This design comes from an exercise in tuning for small area, a short achievable clock period and few clock cycles per item on the open sky130 flow, not from production work. Function was checked by simulation only, so behaviour that the tests miss may differ from the original.

## flow/design.v (module list and top-level ports; edited modules follow where they fit)
// module csa_fa: 4 lines
// module upsample_csc: 1395 lines
module upsample_csc (
    input  logic        clk,
    input  logic        resetn,
    input  logic        start,
    output logic        done,
    input  logic [15:0] sram_read_data,
    output logic [15:0] sram_write_data,
    output logic [17:0] sram_address,
    output logic        sram_we_n
);
  // ...
==> flow/flow/run.sh <==
#!/bin/bash
# Own layout flow: the standard synthesis unchanged, then the standard ORFS steps with
# stronger timing repair (a larger setup margin, all endpoints) and faster port buffers.
# Each step's full output goes to a log file in the work folder.
set -euo pipefail
bash standard.sh synth > synth.log 2>&1
bash standard.sh SETUP_SLACK_MARGIN=7.5 TNS_END_PERCENT=100 \
     BUFFER_PORTS_ARGS="-buffer_cell sky130_fd_sc_hd__buf_4" finish > layout.log 2>&1
==> flow/standard.sh <==
#!/bin/bash
# synth_recipe.tcl (not shown) runs the flow's synth.tcl, then flattens the netlist and writes it again
# the make line also repeats each setting of config.mk as NAME=value (left out here)
make -C /OpenROAD-flow-scripts/flow DESIGN_CONFIG=/design/flow/config.mk WORK_HOME=/design/flow/orfs CLKGATE_MAP_FILE= SYNTH_SCRIPT=/design/flow/synth_recipe.tcl "${@:-finish}"
==> flow/config.mk <==
export PLATFORM = sky130hd
export DESIGN_NAME = upsample_csc
export DESIGN_NICKNAME = upsample_csc
export VERILOG_FILES = /design/flow/design.v
export SDC_FILE = /design/flow/constraint.sdc
export NUM_CORES = 4
export LEC_CHECK = 0
export ABC_AREA = 0
export CAP_MARGIN = 20
export CORE_MARGIN = 2
export CORE_UTILIZATION = 55
export PLACE_DENSITY = 0.7
export SLEW_MARGIN = 20
export SYNTH_HIERARCHICAL = 1
export SYNTH_MINIMUM_KEEP_SIZE = 0
==> flow/constraint.sdc <==
create_clock -name core_clock -period 11.0 [get_ports {clk}]
set_input_delay 2.2000 -clock core_clock [delete_from_list [all_inputs] [get_ports {clk}]]
set_output_delay 2.2000 -clock core_clock [all_outputs]
set_load 0.01 [all_outputs]
==> impl_results.md, run 1 <==
- Placed Cells: 2,544
- Top-count cell post-synth: dfxtp_1
- Max reg flops: 96
- Worst-Margin Slew: 996 ps
- Sequential cell area: 0.0101 mm2
- Clock sinks: 436
- Sequential cell count: 436
- Max FO, Critical Path: 2
- Worst reg2reg startpoint: pv[7]
- Final Hold Fails: 0
- Async set or reset register ratio after synthesis: 2.52%
- Iter 0 DRT Violations: 867
- Diodes inserted: 0
- Clock Skew: 35.9 ps
- Synth warn: 7
- Peak Freq: 290 MHz
- Initial cell density of the core: 55.4%
- Area fraction of the dominant cell type after synthesis: 25.1%
- Synth Flop Type: dfxtp_1
- Compound-Gate Fraction of Synth Area: 7.81%
- Top Metal Used: met4
- Multi-input logic area: 0.0128 mm2
- H-tree Lvls: 2
- Mux cell area share after synthesis: 1.53%
- Most frequent cells in the layout: dfxtp_1 (285), fa_1 (252), nand2_1 (216), ha_1 (208), inv_1 (187)
- DP Worst Slack: 6780 ps
- Status: complete, no violations
- Hold Path Sink: yrl[6]
Testbench counts, summed over its fixed seeds: cycles 960,175, pixels 384,000.
==> run 2: changes to the inputs <==
--- a/flow/config.mk
+++ b/flow/config.mk
@@ -9,6 +9,8 @@
 export CAP_MARGIN = 20
 export CORE_MARGIN = 2
 export CORE_UTILIZATION = 55
+export CTS_CLUSTER_DIAMETER = 100
+export CTS_CLUSTER_SIZE = 28
 export PLACE_DENSITY = 0.7
 export SLEW_MARGIN = 20
 export SYNTH_HIERARCHICAL = 1
==> run 2 against run 1 <==
- still clean
- synthesized area is the same
- clock skew is essentially flat
- first-iteration DRC count grew 6.2%
- routed wire length shrank 2.8%
- global-route usage shrank 0.82 points
- hold slack gained 7.8 ps
- sequential share of layout area grew 1.2 points
- clock-buffer cell count shrank 33
- synthesized cell count is the same
- setup slack gained 11 ps
==> impl_results.md, run 2 <==
- Hold-fix buffers at CTS: 0 (unchanged)
- Tot GR Track Use: 23.0% (was 23.9%)
- Vias in the first global route: 15,200 (was 15,500)
- Multi-input logic area: 0.0128 mm2 (about the same)
- Peak Freq: 291 MHz (was 290 MHz)
- FP Rows: 76 (unchanged)
- Slew margin rel.: 34.1% (was 33.6%)
- Syn Inst Count: 1,971 (unchanged)
- Final instance area: 0.0256 mm2 (was 0.0265 mm2)
- CP delay by family, top: flip-flops (unchanged)
- Period minus WS final: 3430 ps (was 3440 ps)
- Die Ht: 212 um (unchanged)
- DIE AREA: 0.0448 mm2 (unchanged)
- CP Launch Type: flip-flop (unchanged)
- Largest register by flop count: ch (unchanged)
- Fin crit share: 31.2% (was 31.3%)
- CTS tree: yes (unchanged)
- Max FO, Critical Path: 2 (unchanged)
- CP Capture Type: output pin (unchanged)
- Synth warn: 7 (unchanged)
- Worst path slowest cell: dfstp_2 (unchanged)
- Netlist cell types: 77 (unchanged)
- Wire per inst: 18.9 um (was 19.1 um)
- Nets: 2,515 (was 2,538)
- Remaining DRCs: 0 (unchanged)
- Async set or reset register ratio after synthesis: 2.52% (unchanged)
- First-pass GRT wire length: 80,200 um (was 82,100 um)
- Synth area leader: dfxtp_1 (unchanged)
- RSZ-0062 raised after global routing: yes (unchanged)
- CP Buf/Inv Count: 1 (unchanged)
- Iter 0 DRT Violations: 921 (was 867)
- Clk buf depth: 3 (unchanged)
- RD Place Congestion: 0.903 (unchanged)
- Clock latency (worst-skew pair): 570 ps (was 600 ps)
- FILL cells: 3,444 (was 3,350)
- Sequential-to-total area share from yosys stat: 42.5% (unchanged)
- Clock sinks: 436 (unchanged)
- PortBufs: 54 (unchanged)
- Mapped cell area: 0.0237 mm2 (unchanged)
- # setup viols final: 0 (unchanged)
- Diodes inserted: 0 (unchanged)
- CP Class: flip-flop to output pin (unchanged)
- Worst path cell trace: buf_4 (unchanged)
- Largest cells by area after synthesis: dfxtp_1 (25%), fa_1 (21%), edfxtp_1 (16%) (unchanged)
- Hold slack: 335 ps (was 327 ps)
- Max incr delay on CP: 550 ps (was 530 ps)
- Biggest regs: ch (96), mr (35), mg (34) (unchanged)
- Initial cell density of the core: 55.4% (unchanged)
- Worst-Margin Slew: 989 ps (was 996 ps)
- Largest net degree at the start of global routing: 82 (unchanged)
- Post-synth top cells: dfxtp_1 (297), fa_1 (252), nand2_1 (219), ha_1 (209), inv_1 (189) (unchanged)
- DR pass1 iterations: 5 (unchanged)
- Ratio of cells with drive above 1 in the final layout: 8.49% (was 10.5%)
- Die width: 212 um (unchanged)
- Root Buffer: clkbuf_16 (unchanged)
- Syn Area/Cell: 12.0 um2 (unchanged)
- Layout Area Growth over Synthesis: 8.07% (was 11.6%)
- Ports: 55 (unchanged)
- Max-slew violations: 0 (unchanged)
- EDFF count, synth: 128 (unchanged)
- Via count: 14,400 (was 14,600)
- Total grt overflow: 0 (unchanged)
- WP data required: 8800 ps (about the same)
- Fin util: 59.9% (was 61.8%)
- Clock Skew: 35.6 ps (was 35.9 ps)
- DR vias/cell: 5.54 (was 5.52)
- Initial antenna violation count: 0 (unchanged)
- Most frequent cells in the layout: dfxtp_1 (285), fa_1 (252), nand2_1 (216), ha_1 (208), inv_1 (187) (unchanged)
- Max reg flops: 96 (unchanged)
- Max-cap viol count: 0 (unchanged)
- Placed cell area: 0.0248 mm2 (unchanged)
- Synth Flop Type: dfxtp_1 (unchanged)
- Total Neg Setup Slack: 0 ps (unchanged)
- CP arrival: 1230 ps (was 1240 ps)
- Worst Hold Class: flip-flop to flip-flop (unchanged)
- DRT antenna net count: 0 (unchanged)
- Final Hold Fails: 0 (unchanged)
- Core ar.: 0.0428 mm2 (unchanged)
- Top-count cell post-synth: dfxtp_1 (unchanged)
- Post-synthesis net count: 2,451 (unchanged)
- Dpl hpwl: 37,500 um (unchanged)
- Status: complete, no violations (unchanged)
- H-tree Lvls: 1 (was 2)
- CTS Buf Count: 20 (was 45)
- Final WL: 49,000 um (was 50,400 um)
- Area fraction of the dominant cell type after synthesis: 25.1% (unchanged)
- Most common cell after layout, fill and taps aside: dfxtp_1 (unchanged)
- Reg clk slew, reported paths: 110 ps (was 60 ps)
- Sequential cell area: 0.0101 mm2 (unchanged)
- #FFs+latches synth: 436 (unchanged)
-- run 2: routing by layer --
metal  vias to the layer above  part of all wire, %  GRT usage (%)
li1                       6770                    -              -
met1                      7235                   44           30.7
met2                       293                   50           40.1
met3                        69                  4.1           3.14
met4                         0                  2.5           5.51
met5                         -                    0              0
-- run 2: Yosys stat by module, one instance, submodules excluded --
module | flip-flops and latches | cells inside
csa_fa | 0 | 1
upsample_csc | 436 | 1729
-- run 2: cell type report --
| cell class | count | area share [%] |
|---|---|---|
| clock buffer | 30 | 2.14 |
| clock inverter | 6 | 0.503 |
| inverter | 189 | 2.80 |
| multi-input combinational | 1305 | 50.1 |
| sequential | 436 | 39.4 |
| tap | 546 | 2.67 |
| timing repair buffer | 83 | 2.45 |
-- run 2: what timing repair did --
action                                  4_1_cts  5_1_grt
pin swaps                                     0        1
endpoints found under the setup margin       22       18
gates cloned                                  0        1
gates resized for setup                      10       24
buffers inserted                              1       13
-- run 2: through the flow --
stage / instances / worst slack [ps]
after global placement: 2544 / 6910
after floorplan: 1971 / 7610
after detailed placement: 2544 / 6780
after CTS: 2581 / 7490
final: 2595 / 7570
after global routing: 2595 / 7480
-- run 2: cell families (layout without fill, tap and decap cells) --
family / Yosys count / in the layout / share of synthesized area [%]
adder cells (fa/ha/maj): 461 / 461 / 32.3
AND/OR/NAND/NOR: 451 / 452 / 8.90
flip-flops: 436 / 436 / 42.5
AO/OA/AOI/OAI: 277 / 277 / 7.81
buffers and inverters: 231 / 308 / 3.70
XOR/XNOR: 89 / 89 / 3.29
multiplexers: 26 / 26 / 1.53
-- run 2: final timing paths --
kind                       startpoint   endpoint  slack [ps]  cells after the start
max reg2reg                     fa[5]     fm[20]        7700                      8
max in group asynchronous      resetn    lead[2]        9340                      1
min reg2reg                     yr[5]     yrl[5]         340                      0
min in group asynchronous      resetn       fpar        1440                      1
min                             yr[5]     yrl[5]         340                      0
max                         sram_we_n  sram_we_n        7570                      1
==> run 3: changes to the inputs <==
--- a/flow/config.mk
+++ b/flow/config.mk
@@ -10,7 +10,7 @@
 export CORE_MARGIN = 2
 export CORE_UTILIZATION = 55
 export CTS_CLUSTER_DIAMETER = 100
-export CTS_CLUSTER_SIZE = 28
+export CTS_CLUSTER_SIZE = 33
 export PLACE_DENSITY = 0.7
 export SLEW_MARGIN = 20
 export SYNTH_HIERARCHICAL = 1
==> run 3 against run 2 <==
- sequential share of layout area increased by 0.16 points
- critical path type unchanged
- synthesized area unchanged
- global-route usage about the same
- non-clock buffer count unchanged
- maximum frequency about the same
- clock-buffer cell count decreased by 5
- critical endpoint unchanged
==> impl_results.md, run 3 <==
- Status: complete, no violations (unchanged)
- Vias in the first global route: 15,100 (was 15,200)
- Total grt overflow: 0 (unchanged)
- CP Capture Type: output pin (unchanged)
- DR vias/cell: 5.55 (was 5.54)
- Fin crit share: 31.2% (about the same)
- Most frequent cells in the layout: dfxtp_1 (285), fa_1 (252), nand2_1 (217), ha_1 (208), inv_1 (187) (was dfxtp_1 (285), fa_1 (252), nand2_1 (216), ha_1 (208), inv_1 (187))
- RD Place Congestion: 0.903 (unchanged)
- Ratio of cells with drive above 1 in the final layout: 8.36% (was 8.49%)
- Most common cell after layout, fill and taps aside: dfxtp_1 (unchanged)
- Syn Inst Count: 1,971 (unchanged)
- Synth area leader: dfxtp_1 (unchanged)
- Final WL: 49,200 um (was 49,000 um)
- Ports: 55 (unchanged)
- Clock Skew: 35.7 ps (was 35.6 ps)
- Clock sinks: 436 (unchanged)
- DIE AREA: 0.0448 mm2 (unchanged)
- Period minus WS final: 3430 ps (about the same)
- Worst-Margin Slew: 1000 ps (was 989 ps)
- Syn Area/Cell: 12.0 um2 (unchanged)
- Largest register by flop count: ch (unchanged)
- # setup viols final: 0 (unchanged)
- DR pass1 iterations: 5 (unchanged)
- Nets: 2,513 (was 2,515)
- Max reg flops: 96 (unchanged)
- Root Buffer: clkbuf_16 (unchanged)
- DRT antenna net count: 0 (unchanged)
- Largest cells by area after synthesis: dfxtp_1 (25%), fa_1 (21%), edfxtp_1 (16%) (unchanged)
- CP Buf/Inv Count: 1 (unchanged)
- Max-cap viol count: 0 (unchanged)
- Reg clk slew, reported paths: 120 ps (was 110 ps)
- Final instance area: 0.0255 mm2 (was 0.0256 mm2)
- Worst Hold Class: flip-flop to flip-flop (unchanged)
- Worst path cell trace: buf_4 (unchanged)
- Placed Cells: 2,544 (unchanged)
- Mapped cell area: 0.0237 mm2 (unchanged)
- Slew margin rel.: 33.1% (was 34.1%)
- Layout Area Growth over Synthesis: 7.63% (was 8.07%)
- Clock latency (worst-skew pair): 570 ps (about the same)
- Netlist cell types: 77 (unchanged)
- Worst reg2reg startpoint: jc[5] (was fa[5])
- Wire per inst: 19.0 um (was 18.9 um)
- Startpoint of the worst hold path: yr[1] (was yr[5])
- Dpl hpwl: 37,500 um (unchanged)
- Max incr delay on CP: 550 ps (about the same)
- Die Ht: 212 um (unchanged)
- Clk buf depth: 3 (unchanged)
- Top-count cell post-synth: dfxtp_1 (unchanged)
- Worst path slowest cell: dfstp_2 (unchanged)
- First-pass GRT wire length: 80,200 um (about the same)
- Initial cell density of the core: 55.4% (unchanged)
- Post-synth top cells: dfxtp_1 (297), fa_1 (252), nand2_1 (219), ha_1 (209), inv_1 (189) (unchanged)
- Diodes inserted: 0 (unchanged)
- CTS tree: yes (unchanged)
- Core ar.: 0.0428 mm2 (unchanged)
- EDFF count, synth: 128 (unchanged)
- CP arrival: 1230 ps (about the same)
- CP Launch Type: flip-flop (unchanged)
- Sequential-to-total area share from yosys stat: 42.5% (unchanged)
- Async set or reset register ratio after synthesis: 2.52% (unchanged)
- Final Hold Fails: 0 (unchanged)
- Worst setup path start: sram_we_n (unchanged)
- Post-synthesis net count: 2,451 (unchanged)
- CTS Buf Count: 18 (was 20)
- Biggest regs: ch (96), mr (35), mg (34) (unchanged)
- Max FO, Critical Path: 2 (unchanged)
- Remaining DRCs: 0 (unchanged)
- Peak Freq: 292 MHz (was 291 MHz)
- H-tree Lvls: 1 (unchanged)
- Hold slack: 339 ps (was 335 ps)
- Synth warn: 7 (unchanged)
- Largest net degree at the start of global routing: 82 (unchanged)
- Via count: 14,400 (about the same)
- Area fraction of the dominant cell type after synthesis: 25.1% (unchanged)
- PortBufs: 54 (unchanged)
- Total Neg Setup Slack: 0 ps (unchanged)
- CP delay by family, top: flip-flops (unchanged)
- Iter 0 DRT Violations: 908 (was 921)
- Die width: 212 um (unchanged)
- Layout Cells excl Fill: 2,591 (was 2,595)
- Synth Flop Type: dfxtp_1 (unchanged)
- FP Rows: 76 (unchanged)
- Initial antenna violation count: 0 (unchanged)
- CP Class: flip-flop to output pin (unchanged)
- WP data required: 8800 ps (about the same)
- RSZ-0062 raised after global routing: yes (unchanged)
- Max-slew violations: 0 (unchanged)
- Tot GR Track Use: 23.1% (was 23.0%)
- #FFs+latches synth: 436 (unchanged)
- Placed cell area: 0.0248 mm2 (unchanged)
run 3: worst register-to-register path, delay by kind of cell (launching register included):
family | cells | cell delay, ps
flops | 1 | 390
fa+ha+maj | 2 | 620
compound gates | 6 | 830
simple gates | 10 | 1410
run 3: logic make-up (layout without fill, tap and decap cells):
family                     Yosys count  after routing  share of synthesized area (%)
buffers and inverters              231            304                           3.70
xor gates and xnor gates            89             89                           3.29
AOI/OAI and AO/OA                  277            277                           7.81
adders and majority gates          461            461                           32.3
DFF                                436            436                           42.5
muxes                               26             26                           1.53
and+or+nand+nor                    451            452                           8.90
run 3: what timing repair did:
| item | in CTS | in global routing |
|---|---|---|
| pin swaps | 0 | 1 |
| resized for setup | 10 | 22 |
| hold buffers | 0 | 0 |
| buffers inserted | 1 | 13 |
| endpoints found under the setup margin | 23 | 20 |
| gates cloned | 0 | 1 |
run 3: Yosys stat by module (local to each module, per instance):
module / copies in the design / cells
upsample_csc: 1 / 1729
csa_fa: 242 / 1
run 3: path summary, 6_finish.rpt:
path	depth (start not counted)	end	slack [ps]
min in group asynchronous	1	fpar	1440
setup / recovery	1	sram_we_n	7570
hold reg to reg	0	yrl[1]	340
setup reg to reg	18	fa[8]	7660
hold / removal	0	yrl[1]	340
max in group asynchronous	1	lead[2]	9330
run 3: layout make-up:
class,count,area (um2)
Multi-Input combinational cell,1305,12800
Tap cell,546,683
Clock inverter,7,85.1
Inverter,189,717
Sequential cell,436,10100
Timing Repair Buffer,83,639
Clock buffer,25,477
Fill cell,3453,17300
run 3: metal layers:
metal  routed length (um)  up-vias  track usage, %  share of wire [%]
met5                    0        -               0                  0
li1                     -     6767               -                  -
met1                21600     7233            31.1                 44
met3                 2030       80            2.71                4.1
met2                24300      302            39.9                 49
met4                 1310        0            5.83                2.7
run 3: per-stage QoR:
stage | setup WS, ps | utilization [%]
6_report | 7570 | 59.6
5_1_grt | 7440 | 59.6
4_1_cts | 7460 | 59.2
3_5_place_dp | 6780 | 57.8
3_3_place_gp | 6910 | 57.8
2_1_floorplan | 7610 | -
==> run 4: changes to the inputs <==
--- a/flow/config.mk
+++ b/flow/config.mk
@@ -6,11 +6,10 @@
 export NUM_CORES = 4
 export LEC_CHECK = 0
 export ABC_AREA = 0
+export ABC_CLOCK_PERIOD_IN_PS = 3500
 export CAP_MARGIN = 20
 export CORE_MARGIN = 2
 export CORE_UTILIZATION = 55
-export CTS_CLUSTER_DIAMETER = 100
-export CTS_CLUSTER_SIZE = 33
 export PLACE_DENSITY = 0.7
 export SLEW_MARGIN = 20
 export SYNTH_HIERARCHICAL = 1
==> run 4 against run 3 <==
- via count grew 1.4%
- hold slack lost 12 ps
- design area grew 3.7%
- highest routed layer unchanged
- flip-flop and latch count is the same
- critical path depth is the same
- die area is the same
==> impl_results.md, run 4 <==
- Final Hold Fails: 0 (unchanged)
- Most common cell after layout, fill and taps aside: dfxtp_1 (unchanged)
- Diodes inserted: 0 (unchanged)
- Sequential-to-total area share from yosys stat: 42.5% (unchanged)
- Clk buf depth: 3 (unchanged)
- Worst reg2reg startpoint: pv[7] (was jc[5])
- Hold Path Sink: yrl[6] (was yrl[1])
- Nets: 2,538 (was 2,513)
- Synth area leader: dfxtp_1 (unchanged)
- CP Launch Type: flip-flop (unchanged)
- First-pass GRT wire length: 82,100 um (was 80,200 um)
- Status: complete, no violations (unchanged)
- #FFs+latches synth: 436 (unchanged)
- Mapped cell area: 0.0237 mm2 (unchanged)
- Worst path cell trace: buf_4 (unchanged)
- Tot GR Track Use: 23.9% (was 23.1%)
- H-tree Lvls: 2 (was 1)
- Layout Area Growth over Synthesis: 11.6% (was 7.63%)
- Max-cap viol count: 0 (unchanged)
- Vias in the first global route: 15,500 (was 15,100)
- FP Rows: 76 (unchanged)
- Max incr delay on CP: 530 ps (was 550 ps)
- Die width: 212 um (unchanged)
- DR vias/cell: 5.52 (was 5.55)
- Dpl hpwl: 37,500 um (unchanged)
- Remaining DRCs: 0 (unchanged)
- Iter 0 DRT Violations: 867 (was 908)
- Initial cell density of the core: 55.4% (unchanged)
- Clock Skew: 35.9 ps (was 35.7 ps)
- Ratio of cells with drive above 1 in the final layout: 10.5% (was 8.36%)
- Largest register by flop count: ch (unchanged)
- Synth warn: 7 (unchanged)
- Post-synthesis net count: 2,451 (unchanged)
- DR WL met3: 2340 um (was 2030 um)
- Slew margin rel.: 33.6% (was 33.1%)
- Synth Flop Type: dfxtp_1 (unchanged)
- Async set or reset register ratio after synthesis: 2.52% (unchanged)
- R2R Setup Slk: 7680 ps (was 7660 ps)
- Worst reg2reg path depth: 6 (was 18)
- DR pass1 iterations: 5 (unchanged)
- Startpoint of the worst hold path: yr[6] (was yr[1])
- DIE AREA: 0.0448 mm2 (unchanged)
- Worst Hold Class: flip-flop to flip-flop (unchanged)
- CTS Buf Count: 45 (was 18)
- Total Neg Setup Slack: 0 ps (unchanged)
- EDFF count, synth: 128 (unchanged)
- CP Buf/Inv Count: 1 (unchanged)
- Core ar.: 0.0428 mm2 (unchanged)
- FILL cells: 3,350 (was 3,453)
- Fin crit share: 31.3% (was 31.2%)
- Die Ht: 212 um (unchanged)
- DRT antenna net count: 0 (unchanged)
- Netlist cell types: 77 (unchanged)
- PortBufs: 54 (unchanged)
- Root Buffer: clkbuf_16 (unchanged)
- # setup viols final: 0 (unchanged)
- Clock sinks: 436 (unchanged)
- Total grt overflow: 0 (unchanged)
- Most frequent cells in the layout: dfxtp_1 (285), fa_1 (252), nand2_1 (216), ha_1 (208), inv_1 (187) (was dfxtp_1 (285), fa_1 (252), nand2_1 (217), ha_1 (208), inv_1 (187))
- R2r endpoint: mg[9] (was fa[8])
- Worst path slowest cell: dfstp_2 (unchanged)
- Max reg flops: 96 (unchanged)
- Largest net degree at the start of global routing: 82 (unchanged)
- Period minus WS final: 3440 ps (was 3430 ps)
- Syn Inst Count: 1,971 (unchanged)
- CP arrival: 1240 ps (was 1230 ps)
- Fin worst setup slack: 7560 ps (was 7570 ps)
- RSZ-0062 raised after global routing: yes (unchanged)
- Met1 WL: 21,700 um (was 21,600 um)
- Worst-Margin Slew: 996 ps (was 1000 ps)
- Post-synth top cells: dfxtp_1 (297), fa_1 (252), nand2_1 (219), ha_1 (209), inv_1 (189) (unchanged)
- Via count: 14,600 (was 14,400)
- Hold Path Stages: 0 (unchanged)
- Peak Freq: 290 MHz (was 292 MHz)
- Top-count cell post-synth: dfxtp_1 (unchanged)
- CTS tree: yes (unchanged)
- Syn Area/Cell: 12.0 um2 (unchanged)
- DP Worst Slack: 6780 ps (unchanged)
- Max-slew violations: 0 (unchanged)
- Area fraction of the dominant cell type after synthesis: 25.1% (unchanged)
- Max FO, Critical Path: 2 (unchanged)
- WP data required: 8800 ps (about the same)
- CP delay by family, top: flip-flops (unchanged)
- Largest cells by area after synthesis: dfxtp_1 (25%), fa_1 (21%), edfxtp_1 (16%) (unchanged)
- Final WL: 50,400 um (was 49,200 um)
- RD Place Congestion: 0.903 (unchanged)
- Hold-fix buffers at CTS: 0 (unchanged)
- Reg clk slew, reported paths: 60 ps (was 120 ps)
- Crit path depth: 1 (unchanged)
- Wire per inst: 19.1 um (was 19.0 um)
- Initial antenna violation count: 0 (unchanged)
- Clock latency (worst-skew pair): 600 ps (was 570 ps)
- Ports: 55 (unchanged)
- Top Metal Used: met4 (unchanged)
- CP Class: flip-flop to output pin (unchanged)
- Biggest regs: ch (96), mr (35), mg (34) (unchanged)
- CP Capture Type: output pin (unchanged)
- Met2 Wirelength: 24,600 um (was 24,300 um)
-- run 4: per-module statistics from Yosys (local to each module, per instance) --
module	cells	times used
csa_fa	1	242
upsample_csc	1729	1
-- run 4: through the flow --
stage / utilization (%) / instances / hold WS (ps) / instance area (um2)
2_1_floorplan: - / 1971 / 310 / 23700
3_3_place_gp: 57.8 / 2544 / 312 / 24800
3_5_place_dp: 57.8 / 2544 / 313 / 24800
4_1_cts: 61.5 / 2629 / 328 / 26300
5_1_grt: 61.8 / 2641 / 332 / 26500
6_report: 61.8 / 2641 / 327 / 26500
-- run 4: routing by layer --
metal | up-vias | track usage (%)
li1 | 6836 | -
met1 | 7301 | 31.7
met4 | 0 | 9.35
met5 | - | 0
met3 | 101 | 3.06
met2 | 342 | 40.1
-- run 4: how the worst max path moves through the flow --
| stage | end | slack (ps) | start |
|---|---|---|---|
| floorplan | mb[34] | 7610 | py[6] |
| global placement | fa[8] | 6910 | jc[5] |
| detailed placement | fa[8] | 6780 | jc[5] |
| CTS | mb[34] | 7500 | pu[7] |
| global route | fb[8] | 7490 | jc[5] |
| finish | sram_we_n | 7560 | sram_we_n |
-- run 4: logic make-up (layout without fill, tap and decap cells) --
family | count (synthesis) | in the layout | synth area share, %
flip-flops | 436 | 436 | 42.5
adder cells (fa/ha/maj) | 461 | 461 | 32.3
XOR/XNOR | 89 | 89 | 3.29
AO/OA/AOI/OAI | 277 | 277 | 7.81
buffers and inverters | 231 | 354 | 3.70
multiplexers | 26 | 26 | 1.53
AND/OR/NAND/NOR | 451 | 452 | 8.90
-- run 4: cell type report --
class	instances	area [um2]	area share, %
well taps	546	683	2.58
clock buffers	63	1290	4.89
clock inverters	21	245	0.927
multi-input cells	1305	12800	48.5
inverters	189	717	2.71
flip-flops and latches	436	10100	38.1
repair buffers	81	612	2.31
-- run 4: what timing repair did --
| action | CTS | global route |
|---|---|---|
| setup buffers | 1 | 11 |
| endpoints found under the setup margin | 21 | 16 |
| resized for setup | 9 | 21 |
| gates cloned | 0 | 1 |
| pin swaps | 0 | 1 |
==> run 5: changes to the inputs <==
--- a/flow/flow/run.sh
+++ b/flow/flow/run.sh
@@ -4,5 +4,5 @@
 # Each step's full output goes to a log file in the work folder.
 set -euo pipefail
 bash standard.sh synth > synth.log 2>&1
-bash standard.sh SETUP_SLACK_MARGIN=7.5 TNS_END_PERCENT=100 \
+bash standard.sh SETUP_SLACK_MARGIN=7.2 TNS_END_PERCENT=100 \
      BUFFER_PORTS_ARGS="-buffer_cell sky130_fd_sc_hd__buf_4" finish > layout.log 2>&1
--- a/flow/config.mk
+++ b/flow/config.mk
@@ -6,10 +6,11 @@
 export NUM_CORES = 4
 export LEC_CHECK = 0
 export ABC_AREA = 0
-export ABC_CLOCK_PERIOD_IN_PS = 3500
 export CAP_MARGIN = 20
 export CORE_MARGIN = 2
 export CORE_UTILIZATION = 55
+export CTS_CLUSTER_DIAMETER = 100
+export CTS_CLUSTER_SIZE = 28
 export PLACE_DENSITY = 0.7
 export SLEW_MARGIN = 20
 export SYNTH_HIERARCHICAL = 1
==> run 5 against run 4 <==
- still clean on timing, DRC and antenna
- sequential share of layout area is 1.5 points higher
- clock-buffer cell count fell by 33
- final cell count is 2.3% lower
- non-clock buffer count down 12
- synthesized cell count is the same
- register-to-register slack worse by 260 ps
- hold slack better by 7.1 ps
- global-route usage shrank 0.84 points
- die area is the same
- critical endpoint is now mb[34]
- highest routed layer unchanged
==> impl_results.md, run 5 <==
- DR vias/cell: 5.53 (was 5.52)
- Layout Area Growth over Synthesis: 7.35% (was 11.6%)
- Period minus WS final: 3580 ps (was 3440 ps)
- CP Class: flip-flop to flip-flop (was flip-flop to output pin)
- Max-cap viol count: 0 (unchanged)
- Worst reg2reg path depth: 8 (was 6)
- Largest net degree at the start of global routing: 82 (unchanged)
- CP Launch Type: flip-flop (unchanged)
- Wire per inst: 18.9 um (was 19.1 um)
- FP Rows: 76 (unchanged)
- Syn Area/Cell: 12.0 um2 (unchanged)
- Post-CTS setup buffers: 0 (was 1)
- Nets: 2,500 (was 2,538)
- Worst-Margin Slew: 983 ps (was 996 ps)
- Total Neg Setup Slack: 0 ps (unchanged)
- PortBufs: 54 (unchanged)
- Clk buf depth: 3 (unchanged)
- Diodes inserted: 0 (unchanged)
- Sequential-to-total area share from yosys stat: 42.5% (unchanged)
- Hold Path Stages: 0 (unchanged)
- Top-count cell post-synth: dfxtp_1 (unchanged)
- Die Ht: 212 um (unchanged)
- EDFF count, synth: 128 (unchanged)
- FILL cells: 3,454 (was 3,350)
- Post_cts resized: 3 (was 9)
- Syn Inst Count: 1,971 (unchanged)
- Most common cell after layout, fill and taps aside: dfxtp_1 (unchanged)
- WP data required: 11,450 ps (was 8800 ps)
- Dpl hpwl: 37,500 um (unchanged)
- Post-synth top cells: dfxtp_1 (297), fa_1 (252), nand2_1 (219), ha_1 (209), inv_1 (189) (unchanged)
- Root Buffer: clkbuf_16 (unchanged)
- Hold slack: 334 ps (was 327 ps)
- Tot GR Track Use: 23.0% (was 23.9%)
- DIE AREA: 0.0448 mm2 (unchanged)
- Synth warn: 7 (unchanged)
- Remaining DRCs: 0 (unchanged)
- Clock Skew: 31.9 ps (was 35.9 ps)
- Worst reg2reg startpoint: pu[7] (was pv[7])
- R2R Setup Slk: 7420 ps (was 7680 ps)
- Status: complete, no violations (unchanged)
- Via count: 14,300 (was 14,600)
- #FFs+latches synth: 436 (unchanged)
- Initial cell density of the core: 55.4% (unchanged)
- CTS tree: yes (unchanged)
- Ratio of cells with drive above 1 in the final layout: 6.83% (was 10.5%)
- Hold-fix buffers at CTS: 0 (unchanged)
- Iter 0 DRT Violations: 896 (was 867)
- Die width: 212 um (unchanged)
- R2r endpoint: mb[34] (was mg[9])
- Post-synthesis net count: 2,451 (unchanged)
- # setup viols final: 0 (unchanged)
- Max-slew violations: 0 (unchanged)
- First-pass GRT wire length: 80,100 um (was 82,100 um)
- Mapped cell area: 0.0237 mm2 (unchanged)
- Fin crit share: 32.5% (was 31.3%)
- Area fraction of the dominant cell type after synthesis: 25.1% (unchanged)
- Hold Path Sink: yrl[5] (was yrl[6])
- Worst Hold Class: flip-flop to flip-flop (unchanged)
- Clock sinks: 436 (unchanged)
- Final WL: 48,700 um (was 50,400 um)
- Largest register by flop count: ch (unchanged)
- H-tree Lvls: 1 (was 2)
- Biggest regs: ch (96), mr (35), mg (34) (unchanged)
- Total grt overflow: 0 (unchanged)
- RD Place Congestion: 0.903 (unchanged)
- Most frequent cells in the layout: dfxtp_1 (296), fa_1 (252), nand2_1 (217), ha_1 (209), inv_1 (189) (was dfxtp_1 (285), fa_1 (252), nand2_1 (216), ha_1 (208), inv_1 (187))
- Core ar.: 0.0428 mm2 (unchanged)
- Synth area leader: dfxtp_1 (unchanged)
- Max FO, Critical Path: 6 (was 2)
- Async set or reset register ratio after synthesis: 2.52% (unchanged)
- CP arrival: 4030 ps (was 1240 ps)
- Startpoint of the worst hold path: yr[5] (was yr[6])
- Vias in the first global route: 15,200 (was 15,500)
- Peak Freq: 279 MHz (was 290 MHz)
- Ports: 55 (unchanged)
- Reg clk slew, reported paths: 110 ps (was 60 ps)
- CTS Buf Count: 20 (was 45)
- Slew margin rel.: 32.6% (was 33.6%)
- Max reg flops: 96 (unchanged)
- Fin worst setup slack: 7420 ps (was 7560 ps)
- Initial antenna violation count: 0 (unchanged)
- DR pass1 iterations: 5 (unchanged)
- Netlist cell types: 77 (unchanged)
- Synth Flop Type: dfxtp_1 (unchanged)
- DRT antenna net count: 0 (unchanged)
- Clock latency (worst-skew pair): 570 ps (was 600 ps)
- DP Worst Slack: 6780 ps (unchanged)
- RSZ-0062 raised after global routing: no (was yes)
- CP Capture Type: flip-flop (was output pin)
- Final Hold Fails: 0 (unchanged)
- Fin util: 59.5% (was 61.8%)
- Largest cells by area after synthesis: dfxtp_1 (25%), fa_1 (21%), edfxtp_1 (16%) (unchanged)
-- run 5: cell counts after synthesis --
Identical to the previous run, type by type.
-- run 5: modules after synthesis, one instance, submodules excluded --
module / copies in the design / cell area, um2 / flops+latches
upsample_csc: 1 / 18900 / 436
csa_fa: 242 / 20.0 / 0
-- run 5: logic make-up (layout without fill, tap and decap cells) --
| logic type | after synthesis | after routing | synth area share (%) |
|---|---|---|---|
| and+or+nand+nor | 451 | 451 | 8.90 |
| DFF | 436 | 436 | 42.5 |
| xor gates and xnor gates | 89 | 89 | 3.29 |
| adders and majority gates | 461 | 461 | 32.3 |
| AOI/OAI and AO/OA | 277 | 277 | 7.81 |
| muxes | 26 | 26 | 1.53 |
| buffers and inverters | 231 | 294 | 3.70 |
-- run 5: worst max-delay path by stage --
stage | start | endpoint | depth (start not counted)
5_1_grt | pu[6] | mb[34] | 8
3_3_place_gp | jc[5] | fa[8] | 16
4_1_cts | jc[5] | fa[8] | 15
3_5_place_dp | jc[5] | fa[8] | 16
2_1_floorplan | py[6] | mb[34] | 8
6_report | pu[7] | mb[34] | 8
-- run 5: through the flow --
stage / cell area, um2 / std cells
6_report: 25400 / 2580
5_1_grt: 25400 / 2580
4_1_cts: 25400 / 2580
3_5_place_dp: 24800 / 2544
3_3_place_gp: 24800 / 2544
2_1_floorplan: 23700 / 1971
-- run 5: area by class of cell --
type	count	area, um2	share of cell area (%)
flip-flops and latches	436	10100	39.6
clock buffers	30	548	2.15
repair buffers	69	518	2.04
multi-input cells	1304	12800	50.3
well taps	546	683	2.68
inverters	189	709	2.79
clock inverters	6	129	0.506
-- run 5: metal layers --
| metal | part of all wire, % | global-route usage, % |
|---|---|---|
| met2 | 50 | 40.1 |
| met5 | 0 | 0 |
| met1 | 44 | 30.7 |
| met4 | 2.5 | 5.39 |
| met3 | 3.9 | 3.07 |
-- run 5: worst max-delay path, cell delays in order, from the launching register on --
cell     delay, ps
dfxtp_1        760
inv_1          420
fa_1           520
fa_1           480
fa_1           570
ha_1           230
or3_1          360
o21ai_0         80
a21oi_1         60
==> run 6: changes to the inputs <==
--- a/flow/flow/run.sh
+++ b/flow/flow/run.sh
@@ -4,5 +4,5 @@
 # Each step's full output goes to a log file in the work folder.
 set -euo pipefail
 bash standard.sh synth > synth.log 2>&1
-bash standard.sh SETUP_SLACK_MARGIN=7.2 TNS_END_PERCENT=100 \
+bash standard.sh SETUP_SLACK_MARGIN=7.7 TNS_END_PERCENT=100 \
      BUFFER_PORTS_ARGS="-buffer_cell sky130_fd_sc_hd__buf_4" finish > layout.log 2>&1
==> run 6 against run 5 <==
- still clean
- global-route usage down 0.24 points
- synthesized area unchanged
- sequential share of layout area down 0.49 points
- setup slack better by 130 ps
- utilization up 1.1 points
- first-iteration DRC count up 2.1%
- final cell count up 1.4%
- clock skew up 5.6 ps
- hold slack worse by 6.7 ps
- largest cell class unchanged
==> impl_results.md, run 6 <==
- Core ar.: 0.0428 mm2 (unchanged)
- Top-count cell post-synth: dfxtp_1 (unchanged)
- Most common cell after layout, fill and taps aside: dfxtp_1 (unchanged)
- CP Buf/Inv Count: 1 (unchanged)
- Largest family of logic cells by synthesized area: adder cells (unchanged)
- Fin util: 60.6% (was 59.5%)
- Largest cells by area after synthesis: dfxtp_1 (25%), fa_1 (21%), edfxtp_1 (16%) (unchanged)
- CP Class: flip-flop to output pin (was flip-flop to flip-flop)
- Nets: 2,538 (was 2,500)
- Clock Skew: 37.4 ps (was 31.9 ps)
- DR WL met3: 2480 um (was 1890 um)
- Mux cell area share after synthesis: 1.53% (unchanged)
- RD Place Congestion: 0.912 (was 0.903)
- Diodes inserted: 0 (unchanged)
- Total grt overflow: 0 (unchanged)
- Iter 0 DRT Violations: 915 (was 896)
- CP delay by family, top: flip-flops (was adder cells)
- RSZ-0062 raised after global routing: yes (was no)
- Final Hold Fails: 0 (unchanged)
- Vias in the first global route: 15,000 (was 15,200)
- Synth area leader: dfxtp_1 (unchanged)
- Worst-Margin Slew: 1020 ps (was 983 ps)
- Fin crit share: 31.3% (was 32.5%)
- Worst reg2reg path depth: 6 (was 8)
- Max FO, Critical Path: 2 (was 6)
- Netlist cell types: 77 (unchanged)
- # setup viols final: 0 (unchanged)
- CP arrival: 1250 ps (was 4030 ps)
- CP Launch Type: flip-flop (unchanged)
- Mapped cell area: 0.0237 mm2 (unchanged)
- R2r endpoint: mr[9] (was mb[34])
- Sequential-to-total area share from yosys stat: 42.5% (unchanged)
- DR pass1 iterations: 5 (unchanged)
- Wire per inst: 18.8 um (was 18.9 um)
- Compound-Gate Fraction of Synth Area: 7.81% (unchanged)
- Die width: 212 um (unchanged)
- DR vias/cell: 5.52 (was 5.53)
- PortBufs: 54 (unchanged)
- DIE AREA: 0.0448 mm2 (unchanged)
- Hold Path Stages: 0 (unchanged)
- Period minus WS final: 3450 ps (was 3580 ps)
- Top Metal Used: met4 (unchanged)
- Max reg flops: 96 (unchanged)
- First-pass GRT wire length: 78,800 um (was 80,100 um)
- R2R Setup Slk: 7760 ps (was 7420 ps)
- Layout Area Growth over Synthesis: 9.31% (was 7.35%)
- H-tree Lvls: 1 (unchanged)
- Worst reg2reg startpoint: pv[8] (was pu[7])
- Worst path cell trace: buf_6 (was inv_1, fa_1, fa_1, fa_1, ha_1, or3_1, o21ai_0, a21oi_1)
- Post-synthesis adder-cell area fraction: 32.3% (unchanged)
- Final WL: 49,200 um (was 48,700 um)
- Ratio of cells with drive above 1 in the final layout: 11.2% (was 6.83%)
- Peak Freq: 290 MHz (was 279 MHz)
- Status: complete, no violations (unchanged)
- Worst Hold Class: flip-flop to flip-flop (unchanged)
- Synth warn: 7 (unchanged)
- Biggest regs: ch (96), mr (35), mg (34) (unchanged)
- Post-synth top cells: dfxtp_1 (297), fa_1 (252), nand2_1 (219), ha_1 (209), inv_1 (189) (unchanged)
- WP data required: 8800 ps (was 11,450 ps)
- Worst path slowest cell: dfstp_2 (was dfxtp_1)
- Tot GR Track Use: 22.8% (was 23.0%)
- Largest register by flop count: ch (unchanged)
- Remaining DRCs: 0 (unchanged)
- Total Neg Setup Slack: 0 ps (unchanged)
- FP Rows: 76 (unchanged)
- DRT antenna net count: 0 (unchanged)
- Syn Area/Cell: 12.0 um2 (unchanged)
- Max-cap viol count: 0 (unchanged)
- Hold Path Sink: yrl[4] (was yrl[5])
- Root Buffer: clkbuf_16 (unchanged)
- Most frequent cells in the layout: dfxtp_1 (261), fa_1 (252), nand2_1 (215), ha_1 (207), inv_1 (181) (was dfxtp_1 (296), fa_1 (252), nand2_1 (217), ha_1 (209), inv_1 (189))
- Async set or reset register ratio after synthesis: 2.52% (unchanged)
- Worst setup path start: sram_we_n (was pu[7])
- Met2 Wirelength: 23,800 um (was 24,200 um)
- Slew margin rel.: 32.0% (was 32.6%)
- Startpoint of the worst hold path: yr[4] (was yr[5])
- Hold-fix buffers at CTS: 0 (unchanged)
- Clk buf depth: 3 (unchanged)
- Syn Inst Count: 1,971 (unchanged)
- CTS Buf Count: 20 (unchanged)
- Reg clk slew, reported paths: 110 ps (about the same)
- Ports: 55 (unchanged)
- Area fraction of the dominant cell type after synthesis: 25.1% (unchanged)
- CTS tree: yes (unchanged)
- Clock latency (worst-skew pair): 580 ps (was 570 ps)
- Synth Flop Type: dfxtp_1 (unchanged)
- #FFs+latches synth: 436 (unchanged)
- Dpl hpwl: 37,000 um (was 37,500 um)
- Max incr delay on CP: 560 ps (was 760 ps)
- Area share of and/or/nand/nor cells after synthesis: 8.90% (unchanged)
- Via count: 14,500 (was 14,300)
- Initial cell density of the core: 55.4% (unchanged)
- Met1 WL: 21,600 um (was 21,500 um)
- EDFF count, synth: 128 (unchanged)
- CP Capture Type: output pin (was flip-flop)
- Post-synthesis net count: 2,451 (unchanged)
- Clock sinks: 436 (unchanged)
- Largest net degree at the start of global routing: 83 (was 82)
- Die Ht: 212 um (unchanged)
- Initial antenna violation count: 0 (unchanged)
- Xor/xnor share of the synthesized area: 3.29% (unchanged)
- Max-slew violations: 0 (unchanged)
## run 6: cell counts after synthesis
No cell type changed its count.
## run 6: area by class of cell
type	count	area, um2
Inverter	189	739
Multi-Input combinational cell	1305	12900
Clock buffer	29	534
Sequential cell	436	10100
Tap cell	546	683
Fill cell	3384	16900
Timing Repair Buffer	106	847
Clock inverter	6	101
## run 6: cell families (layout without fill, tap and decap cells)
| logic type | Yosys count | after routing |
|---|---|---|
| XOR/XNOR | 89 | 89 |
| adder cells (fa/ha/maj) | 461 | 461 |
| flip-flops | 436 | 436 |
| AND/OR/NAND/NOR | 451 | 452 |
| AO/OA/AOI/OAI | 277 | 277 |
| multiplexers | 26 | 26 |
| buffers and inverters | 231 | 330 |
## run 6: how the worst max path moves through the flow
stage / to / slack (ps) / cells after the start
6_report: sram_we_n / 7550 / 1
5_1_grt: sram_we_n / 7510 / 1
4_1_cts: sram_we_n / 7530 / 1
3_5_place_dp: fa[8] / 6830 / 16
3_3_place_gp: fa[8] / 6950 / 16
2_1_floorplan: mg[34] / 7720 / 8
## run 6: Yosys stat by module, one instance, submodules excluded
module / copies in the design / flip-flops and latches / cell area (um2) / cells inside
upsample_csc: 1 / 436 / 18900 / 1729
csa_fa: 242 / 0 / 20.0 / 1
## run 6: what timing repair did
item                                   in CTS  in global routing
setup endpoints to repair                  55                 33
endpoints found under the hold margin       0                  0
resized for setup                          39                 49
buffers inserted                           10                 30
gates cloned                                0                  1
pin swaps                                   3                  6
## run 6: layer usage
| layer | GRT usage, % | vias to the layer above |
|---|---|---|
| met5 | 0 | - |
| met4 | 5.59 | 0 |
| met3 | 3.12 | 77 |
| met2 | 38.8 | 326 |
| met1 | 31.1 | 7235 |
| li1 | - | 6818 |
## run 6: stage by stage
step / hold slack (ps) / worst slack, ps / std cells / cell area [um2]
after floorplan: 310 / 7720 / 1971 / 23700
after global placement: 315 / 6950 / 2541 / 24700
after detailed placement: 312 / 6830 / 2541 / 24700
after CTS: 333 / 7530 / 2586 / 25500
after global routing: 342 / 7510 / 2617 / 25900
final: 328 / 7550 / 2617 / 25900
==> run 7: changes to the inputs <==
--- a/flow/flow/run.sh
+++ b/flow/flow/run.sh
@@ -4,5 +4,5 @@
 # Each step's full output goes to a log file in the work folder.
 set -euo pipefail
 bash standard.sh synth > synth.log 2>&1
-bash standard.sh SETUP_SLACK_MARGIN=7.7 TNS_END_PERCENT=100 \
+bash standard.sh SETUP_SLACK_MARGIN=7.5 TNS_END_PERCENT=100 \
      BUFFER_PORTS_ARGS="-buffer_cell sky130_fd_sc_hd__buf_4" finish > layout.log 2>&1
--- a/flow/config.mk
+++ b/flow/config.mk
@@ -8,10 +8,8 @@
 export ABC_AREA = 0
 export CAP_MARGIN = 20
 export CORE_MARGIN = 2
-export CORE_UTILIZATION = 55
-export CTS_CLUSTER_DIAMETER = 100
-export CTS_CLUSTER_SIZE = 28
-export PLACE_DENSITY = 0.7
+export CORE_UTILIZATION = 40
+export PLACE_DENSITY = 0.6
 export SLEW_MARGIN = 20
 export SYNTH_HIERARCHICAL = 1
 export SYNTH_MINIMUM_KEEP_SIZE = 0
==> run 7 against run 6 <==
- clock skew decreased by 14 ps
- sequential share of layout area fell by 1.6 points
- final cell count increased by 9.7%
- non-clock buffer count decreased by 27
- die area grew 37%
- utilization is 15 points lower
==> impl_results.md, run 7 <==
- DR vias/cell: 5.01 (was 5.52)
- Max FO, Critical Path: 2 (unchanged)
- Reg clk slew, reported paths: 60 ps (was 110 ps)
- Placed Cells: 2,769 (was 2,541)
- # setup viols final: 0 (unchanged)
- Largest net degree at the start of global routing: 75 (was 83)
- Initial antenna violation count: 0 (unchanged)
- Max-cap viol count: 0 (unchanged)
- Fin util: 45.8% (was 60.6%)
- Via count: 14,400 (was 14,500)
- Worst Hold Class: flip-flop to flip-flop (unchanged)
- Remaining DRCs: 0 (unchanged)
- Initial cell density of the core: 40.3% (was 55.4%)
- Syn Area/Cell: 12.0 um2 (unchanged)
- R2R Setup Slk: 7600 ps (was 7760 ps)
- Die width: 247 um (was 212 um)
- H-tree Lvls: 2 (was 1)
- Placed cell area: 0.0250 mm2 (was 0.0247 mm2)
- Dpl hpwl: 38,400 um (was 37,000 um)
- DIE AREA: 0.0612 mm2 (was 0.0448 mm2)
- Total Neg Setup Slack: 0 ps (unchanged)
- DR pass1 iterations: 5 (unchanged)
- Most frequent cells in the layout: dfxtp_1 (287), fa_1 (252), nand2_1 (216), ha_1 (208), inv_1 (186) (was dfxtp_1 (261), fa_1 (252), nand2_1 (215), ha_1 (207), inv_1 (181))
- Max-slew violations: 0 (unchanged)
- Startpoint of the worst hold path: yr[4] (unchanged)
- Post-synth top cells: dfxtp_1 (297), fa_1 (252), nand2_1 (219), ha_1 (209), inv_1 (189) (unchanged)
- WP data required: 8800 ps (about the same)
- Fin crit share: 31.4% (was 31.3%)
- Synth area leader: dfxtp_1 (unchanged)
- R2r endpoint: mr[34] (was mr[9])
- Clk buf depth: 3 (unchanged)
- DRT antenna net count: 0 (unchanged)
- Final instance area: 0.0269 mm2 (was 0.0259 mm2)
- Ratio of cells with drive above 1 in the final layout: 10.4% (was 11.2%)
- CP Buf/Inv Count: 1 (unchanged)
- Mapped cell area: 0.0237 mm2 (unchanged)
- Biggest regs: ch (96), mr (35), mg (34) (unchanged)
- Total grt overflow: 0 (unchanged)
- Worst reg2reg path depth: 10 (was 6)
- Top-count cell post-synth: dfxtp_1 (unchanged)
- CP Launch Type: flip-flop (unchanged)
- FP Rows: 89 (was 76)
- Largest register by flop count: ch (unchanged)
- Nets: 2,538 (unchanged)
- PortBufs: 54 (unchanged)
- Tot GR Track Use: 17.3% (was 22.8%)
- RD Place Congestion: 0.881 (was 0.912)
- Wire per inst: 17.7 um (was 18.8 um)
- Hold Path Sink: yrl[4] (unchanged)
- CTS Buf Count: 47 (was 20)
- Synth Flop Type: dfxtp_1 (unchanged)
- Layout Area Growth over Synthesis: 13.6% (was 9.31%)
- Post-synthesis net count: 2,451 (unchanged)
- Max incr delay on CP: 550 ps (was 560 ps)
- Max reg flops: 96 (unchanged)
- Slew margin rel.: 39.0% (was 32.0%)
- Final WL: 50,900 um (was 49,200 um)
- Peak Freq: 290 MHz (about the same)
- Most common cell after layout, fill and taps aside: dfxtp_1 (unchanged)
- Clock latency (worst-skew pair): 600 ps (was 580 ps)
- Iter 0 DRT Violations: 858 (was 915)
- Final Hold Fails: 0 (unchanged)
- Netlist cell types: 77 (unchanged)
- RSZ-0062 raised after global routing: no (was yes)
- EDFF count, synth: 128 (unchanged)
- Period minus WS final: 3450 ps (about the same)
- CP Capture Type: output pin (unchanged)
- Clock sinks: 436 (unchanged)
- First-pass GRT wire length: 82,000 um (was 78,800 um)
- Die Ht: 247 um (was 212 um)
- Root Buffer: clkbuf_16 (unchanged)
- Sequential-to-total area share from yosys stat: 42.5% (unchanged)
- CP Class: flip-flop to output pin (unchanged)
- CP delay by family, top: flip-flops (unchanged)
- Hold Path Stages: 0 (unchanged)
- CTS tree: yes (unchanged)
- Vias in the first global route: 15,000 (about the same)
- Diodes inserted: 0 (unchanged)
- CP arrival: 1250 ps (about the same)
- Status: complete, no violations (unchanged)
- Async set or reset register ratio after synthesis: 2.52% (unchanged)
- Clock Skew: 23.2 ps (was 37.4 ps)
- Synth warn: 7 (unchanged)
- Ports: 55 (unchanged)
- Worst path cell trace: buf_6 (unchanged)
- Syn Inst Count: 1,971 (unchanged)
- Worst reg2reg startpoint: pv[4] (was pv[8])
- Area fraction of the dominant cell type after synthesis: 25.1% (unchanged)
- Worst path slowest cell: dfstp_2 (unchanged)
- Core ar.: 0.0588 mm2 (was 0.0428 mm2)
- Largest cells by area after synthesis: dfxtp_1 (25%), fa_1 (21%), edfxtp_1 (16%) (unchanged)
- Layout Cells excl Fill: 2,870 (was 2,617)
- #FFs+latches synth: 436 (unchanged)
- Worst-Margin Slew: 890 ps (was 1020 ps)
## run 7: cell counts after synthesis
No cell type changed its count.
## run 7: modules after synthesis (local to each module, per instance)
module        flops+latches  cells  area [um2]
csa_fa                    0      1        20.0
upsample_csc            436   1729       18900
## run 7: worst reg2reg max path: stages, from the launching register on
cell      delay, ps
dfxtp_1         660
inv_1           420
fa_1            590
fa_1            550
ha_1            230
o21a_1          110
o21a_1          160
o21ai_0         150
nand2b_1         80
a211oi_1        240
o21bai_1        100
## run 7: logic make-up (layout without fill, tap and decap cells)
logic type / after synthesis / after routing / synth area share, %
DFF: 436 / 436 / 42.5
buffers and inverters: 231 / 356 / 3.70
adders and majority gates: 461 / 461 / 32.3
xor gates and xnor gates: 89 / 89 / 3.29
AOI/OAI and AO/OA: 277 / 277 / 7.81
muxes: 26 / 26 / 1.53
and+or+nand+nor: 451 / 452 / 8.90
## run 7: through the flow
| step | hold WS (ps) | setup WS, ps |
|---|---|---|
| finish | 326 | 7550 |
| global route | 330 | 7500 |
| detailed placement | 315 | 6760 |
| global placement | 314 | 6950 |
| CTS | 327 | 7510 |
| floorplan | 310 | 7610 |
## run 7: timing repair
item                                    CTS  global route
setup buffers                             0            12
gates cloned                              0             1
pin swaps                                 0             2
endpoints found under the hold margin     0             0
endpoints found under the setup margin   25            14
gates resized for setup                  11            22
hold buffers                              0             0
## run 7: layer usage
metal  up-vias  share of wire [%]  wire length [um]  track usage (%)
li1       6847                  -                 -                -
met1      7195                 44             22500             22.8
met2       276                 50             25300             30.0
met3        64                4.1              2090             2.45
met4         0                1.9               963             4.35
met5         -                  0                 0                0
## run 7: cell type report
| class | instances | area [um2] |
|---|---|---|
| tap | 773 | 967 |
| fill | 5375 | 31900 |
| clock inverter | 28 | 394 |
| inverter | 189 | 721 |
| multi-input combinational | 1305 | 12800 |
| timing repair buffer | 79 | 621 |
| sequential | 436 | 10100 |
| clock buffer | 60 | 1310 |
## run 7: worst max-delay path by stage
stage | endpoint | cells after the start | startpoint | slack [ps]
floorplan | mb[34] | 8 | py[6] | 7610
CTS | fa[8] | 16 | jc[5] | 7510
global placement | fa[8] | 16 | jc[5] | 6950
detailed placement | fa[8] | 16 | jc[5] | 6760
global route | mr[34] | 10 | pv[4] | 7500
finish | sram_we_n | 1 | sram_we_n | 7550

## separate check: timing with driven ports
The flow's constraints put no driver on any port. The routed layouts listed below were extracted and timed again, unchanged, in two steps. Step 1: set_driving_cell puts a clkbuf_16 on clk and a buf_2 on each other input, an assumption about the parent block. Step 2 also shifts input and output timing later by t, the mid clock arrival at the registers, as if the neighbouring blocks saw the same clock. Slacks: ideal / step 1 / step 2; pairs: ideal / step 1.
run	t, ns	setup slack, ns	hold WS [ns]	worst slew at a driven data input, ns
run 1	0.639	7.558 / 7.502 / 7.627	0.327 / 0.327 / 0.327	0.03
run 2	0.611	7.568 / 7.514 / 7.632	0.335 / 0.335 / 0.335	0.03
run 3	0.607	7.571 / 7.515 / 7.635	0.339 / 0.339 / 0.339	0.03
run 4	0.639	7.558 / 7.502 / 7.627	0.327 / 0.327 / 0.327	0.03
run 5	0.611	7.421 / 7.421 / 7.421	0.334 / 0.334 / 0.334	0.03
run 6	0.623	7.552 / 7.493 / 7.644	0.328 / 0.328 / 0.328	0.03
run 7	0.645	7.547 / 7.490 / 7.604	0.326 / 0.326 / 0.326	0.03
After both steps every run listed still meets setup and hold.
